Background: an optimization exercise with open tools, aiming at small area, a short achievable clock period and few clock cycles per item. Do not read the settings as production practice.
At most, simulation tests tie the RTL to the original design; equivalence was not proved.
Power is estimated from default activity; no workload was simulated.

==> flow/design.v (excerpt) <==
module mmult(
    input clk,
    input reset_n,
    input enable,
    input [0:9*8-1] A_mat,
    input [0:9*8-1] B_mat,
    output valid,
    output [0:9*17-1] C_mat
);
Size: roughly 3000 cells after synthesis, roughly 320 flip-flops, about 30000 sq um of cells after synthesis.
export LEC_CHECK = 0
export CAP_MARGIN = 20
export CORE_MARGIN = 2
export CORE_UTILIZATION = 40
export SLEW_MARGIN = 20
create_clock -name core_clock -period 11.0 [get_ports {clk}]
standard.sh (not shown) runs the stock make flow with config.mk's settings and CLKGATE_MAP_FILE= SYNTH_SCRIPT=/design/flow/synth_recipe.tcl, a recipe that flattens the netlist after the stock synthesis.
==> flow/flow/run.sh <==
#!/bin/bash
# Standard layout, with these changes: Yosys's "abc -fast" pre-pass is skipped
# (so the full adders extract with clean polarity), the port buffers are the
# smallest plain buffer instead of the delay buffer buffer_ports picks, and
# timing repair aims for 7.2 ns of setup slack instead of 0.
export SYNTH_ARGS=-noabc
export BUFFER_PORTS_ARGS="-buffer_cell sky130_fd_sc_hd__buf_1"
export SETUP_SLACK_MARGIN=7.2
bash standard.sh > standard.log 2>&1
==> next run, changes <==
--- a/flow/flow/run.sh
+++ b/flow/flow/run.sh
@@ -4,6 +4,6 @@
 # smallest plain buffer instead of the delay buffer buffer_ports picks, and
-# timing repair aims for 7.2 ns of setup slack instead of 0.
+# timing repair aims for 7.0 ns of setup slack instead of 0.
 export SYNTH_ARGS=-noabc
 export BUFFER_PORTS_ARGS="-buffer_cell sky130_fd_sc_hd__buf_1"
-export SETUP_SLACK_MARGIN=7.2
+export SETUP_SLACK_MARGIN=7.0
 bash standard.sh > standard.log 2>&1
Wire length fell by 7.5%.
Setup slack improves by 0.0036 ns.
Power went down by about 6%.
Area after synthesis does not change.
Final cell count came out lower by about 1.6%.
Global-route usage goes down by 1.3 points.
Sequential cell count stays the same.
No functional check of the RTL was part of any run of this note.

========
Another version of the RTL of mmult (not shown whole).
Size in the first run: roughly 3000 cells after synthesis, ~300 I/O pins, roughly 0.029 mm² of cells after synthesis.
Settings: LEC_CHECK=0, CAP_MARGIN=20, CORE_MARGIN=2, CORE_UTILIZATION=40, SLEW_MARGIN=20; clock period 11.0 ns.
==> flow/flow/run.sh <==
#!/bin/bash
# Standard layout, with these changes: Yosys's "abc -fast" pre-pass is skipped
# (so the full adders extract with clean polarity), the port buffers are the
# smallest plain buffer instead of the delay buffer buffer_ports picks, and
# timing repair aims for 6.8 ns of setup slack instead of 0.
export SYNTH_ARGS=-noabc
export BUFFER_PORTS_ARGS="-buffer_cell sky130_fd_sc_hd__buf_1"
export SETUP_SLACK_MARGIN=6.8
bash standard.sh > standard.log 2>&1
The baseline ran to the end with no violations.
==> next run, changes <==
--- a/flow/flow/run.sh
+++ b/flow/flow/run.sh
@@ -5 +5 @@
-# timing repair aims for 6.8 ns of setup slack instead of 0.
+# timing repair aims for 6.6 ns of setup slack instead of 0.
@@ -8 +8 @@
-export SETUP_SLACK_MARGIN=6.8
+export SETUP_SLACK_MARGIN=6.6
Effect: The changed run produced a clean layout. Cell count goes down by 1.3%. Combinational power goes down by 13%. Synthesized cell count is unchanged.
Function was not checked in any run of this note: the RTL went through the layout flow alone.

========
mmult, a different RTL version from the one above (not shown whole).
Size in the first run: ~300 flip-flops, about 300 I/O pins.
==> flow/config.mk <==
export PLATFORM = sky130hd
export DESIGN_NAME = mmult
export DESIGN_NICKNAME = mmult
export VERILOG_FILES = /design/flow/design.v
export SDC_FILE = /design/flow/constraint.sdc
export NUM_CORES = 4
export LEC_CHECK = 0
export CAP_MARGIN = 20
export CORE_MARGIN = 2
export CORE_UTILIZATION = 40
export CTS_CLUSTER_DIAMETER = 100
export CTS_CLUSTER_SIZE = 24
export SLEW_MARGIN = 20
==> flow/constraint.sdc <==
create_clock -name core_clock -period 11.0 [get_ports {clk}]
set_input_delay 2.2000 -clock core_clock [delete_from_list [all_inputs] [get_ports {clk}]]
set_output_delay 2.2000 -clock core_clock [all_outputs]
set_load 0.01 [all_outputs]
==> flow/flow/run.sh <==
#!/bin/bash
# Standard layout, with these changes: Yosys's "abc -fast" pre-pass is skipped
# (so the full adders extract with clean polarity), the port buffers are the
# smallest plain buffer instead of the delay buffer buffer_ports picks, and
# timing repair aims for 6.6 ns of setup slack instead of 0.
export SYNTH_ARGS=-noabc
export BUFFER_PORTS_ARGS="-buffer_cell sky130_fd_sc_hd__buf_1"
export SETUP_SLACK_MARGIN=6.6
bash standard.sh > standard.log 2>&1
The baseline finished with timing, DRC and antenna clean.
Testbench counts at the start, summed over its fixed seeds: cycles 2,048, items 512.
Then changed:
==> flow/flow/run.sh (replaced) <==
#!/bin/bash
# Standard layout, with these changes: Yosys's "abc -fast" pre-pass is skipped
# (so the full adders extract with clean polarity), the port buffers are the
# smallest plain buffer instead of the delay buffer buffer_ports picks, and
# timing repair aims for 6.5 ns of setup slack instead of 0.
export SYNTH_ARGS=-noabc
export BUFFER_PORTS_ARGS="-buffer_cell sky130_fd_sc_hd__buf_1"
export SETUP_SLACK_MARGIN=6.5
bash standard.sh > standard.log 2>&1
--- a/flow/config.mk
+++ b/flow/config.mk
@@ -8,6 +8,4 @@
 export CAP_MARGIN = 20
 export CORE_MARGIN = 2
-export CORE_UTILIZATION = 40
-export CTS_CLUSTER_DIAMETER = 100
-export CTS_CLUSTER_SIZE = 24
+export CORE_UTILIZATION = 60
 export SLEW_MARGIN = 20
Effect: Via count rose slightly. First-iteration DRC count rose by a little under a tenth. Global-route usage rose by 9.8 points. Routed wire length fell by a few percent.
Then changed:
==> flow/flow/run.sh (replaced) <==
#!/bin/bash
# Standard layout (the standard.sh), with these changes:
# - Yosys's "abc -fast" pre-pass is skipped, so the full adders extract with
#   clean polarity (no inverters between them);
# - the port buffers are the smallest plain buffer instead of the delay buffer
#   buffer_ports picks;
# - timing repair aims for 0 ns of setup slack in floorplan and 6.8 ns after
#   placement, instead of 0. The clock, period and constraints are unchanged.
set -e
export SYNTH_ARGS=-noabc
export BUFFER_PORTS_ARGS="-buffer_cell sky130_fd_sc_hd__buf_1"
export SETUP_SLACK_MARGIN=0
bash standard.sh synth floorplan > standard_synth_floorplan.log 2>&1
export SETUP_SLACK_MARGIN=6.8

bash standard.sh > standard.log 2>&1
--- a/flow/config.mk
+++ b/flow/config.mk
@@ -8,4 +8,4 @@
 export CAP_MARGIN = 20
 export CORE_MARGIN = 2
-export CORE_UTILIZATION = 60
+export CORE_UTILIZATION = 40
 export SLEW_MARGIN = 20
The changed run finished with timing, DRC and antenna clean; wire length goes up by about 11%; cell count goes up by 10%; sequential share of layout area goes down by 1.2 points; die area goes up by 49%.
Then changed:
==> flow/flow/run.sh (replaced) <==
#!/bin/bash
# Standard layout, with these changes: Yosys's "abc -fast" pre-pass is skipped
# (so the full adders extract with clean polarity), the port buffers are the
# smallest plain buffer instead of the delay buffer buffer_ports picks, and
# timing repair aims for 6.5 ns of setup slack instead of 0.
export SYNTH_ARGS=-noabc
export BUFFER_PORTS_ARGS="-buffer_cell sky130_fd_sc_hd__buf_1"
export SETUP_SLACK_MARGIN=6.5
bash standard.sh > standard.log 2>&1
--- a/flow/config.mk
+++ b/flow/config.mk
@@ -9,3 +9,4 @@
 export CORE_MARGIN = 2
 export CORE_UTILIZATION = 40
+export CTS_BUF_LIST = sky130_fd_sc_hd__clkbuf_4
 export SLEW_MARGIN = 20
What happened: Combinational power came out lower by 12%; sequential power stays flat; via count stays flat; cell count came out higher by 1.6%; wire length came out lower by 6.5%; total power came out lower by 11%; sequential share of layout area came out higher by 0.81 points.
Then changed:
==> flow/flow/run.sh (replaced) <==
#!/bin/bash
# Standard layout, with these changes: Yosys's "abc -fast" pre-pass is skipped
# (so the full adders extract with clean polarity), the port buffers are the
# smallest plain buffer instead of the delay buffer buffer_ports picks, and
# timing repair aims for 6.0 ns of setup slack instead of 0.
export SYNTH_ARGS=-noabc
export BUFFER_PORTS_ARGS="-buffer_cell sky130_fd_sc_hd__buf_1"
export SETUP_SLACK_MARGIN=6.0
bash standard.sh > standard.log 2>&1
--- a/flow/config.mk
+++ b/flow/config.mk
@@ -9,4 +9,3 @@
 export CORE_MARGIN = 2
 export CORE_UTILIZATION = 40
-export CTS_BUF_LIST = sky130_fd_sc_hd__clkbuf_4
 export SLEW_MARGIN = 20
=> The changed run went through all stages and came out clean; power rises by 1.8%; worst hold slack is better by 0.016 ns; synthesized area is unchanged; worst setup slack loses 0.39 ns; via count goes down by 2.2%; sequential share of layout area stays flat; register-to-register slack loses 0.39 ns; fmax shrinks by 8.3%; global-route usage is lower by 0.20 points; non-clock buffer count is unchanged.
Then changed:
==> flow/flow/run.sh (replaced) <==
#!/bin/bash
# Standard layout, with these changes: Yosys's "abc -fast" pre-pass is skipped
# (so the full adders extract with clean polarity), the port buffers are the
# smallest plain buffer instead of the delay buffer buffer_ports picks, and
# timing repair aims for 6.5 ns of setup slack instead of 0.
export SYNTH_ARGS=-noabc
export BUFFER_PORTS_ARGS="-buffer_cell sky130_fd_sc_hd__buf_1"
export SETUP_SLACK_MARGIN=6.5
bash standard.sh > standard.log 2>&1
--- a/flow/config.mk
+++ b/flow/config.mk
@@ -6,4 +6,5 @@
 export NUM_CORES = 4
 export LEC_CHECK = 0
+export ABC_AREA = 1
 export CAP_MARGIN = 20
 export CORE_MARGIN = 2
Effect: The changed run produced a clean layout. Cell count grows by well over a third. Clock-buffer cell count went down by 3. Total power came out higher by a little under a tenth. Core utilization rises by 0.29 points. Design area rose by roughly a tenth.

-- what the ideal ports hide --
No port has a modelled driver above. Below, the same layouts with a new extraction and two added sets of constraints.
Step 1 assumes that a clkbuf_16 drives the clock port and a buf_2 every other input.
Step 2 adds t to the input delays and takes it off the output delays; t is the mean of the earliest and latest rising clock arrival at the registers after step 1. Input paths then give back, and output paths get back, about the clock's delay inside the block.
Three values: ideal ports, drivers, drivers and shift; two values: the first two.
run	t, ns	setup WS [ns]	worst setup path at the end	clock arrival spread, ns	pins driven straight from the clock port
the first run of note 1	0.653	6.742 / 6.676 / 6.685	input to register	0.022 / 0.023	1
the second run of note 1	0.653	6.746 / 6.679 / 6.540	input to register	0.023 / 0.023	1
the first run of note 2	0.629	6.838 / 6.838 / 6.486	input to register	0.034 / 0.034	1
the second run of note 2	0.625	6.717 / 6.717 / 6.342	input to register	0.029 / 0.029	1
the first run of note 3	0.639	6.736 / 6.747 / 6.137	input to register	0.031 / 0.031	1
the second run of note 3	0.624	6.674 / 6.674 / 6.248	input to register	0.020 / 0.020	1
the third run of note 3	0.643	6.859 / 6.859 / 6.365	input to register	0.028 / 0.028	1
the fourth run of note 3	0.928	6.664 / 6.664 / 5.939	input to register	0.072 / 0.072	1
the fifth run of note 3	0.642	6.270 / 6.270 / 5.994	input to register	0.029 / 0.030	1
the sixth run of note 3	0.655	6.820 / 6.820 / 6.356	input to register	0.047 / 0.047	1
After both steps every run listed still meets setup and hold. The setup slack of the fourth run of note 3, which loses most, moves by 0.000 ns with the drivers and by -0.725 ns with both steps.
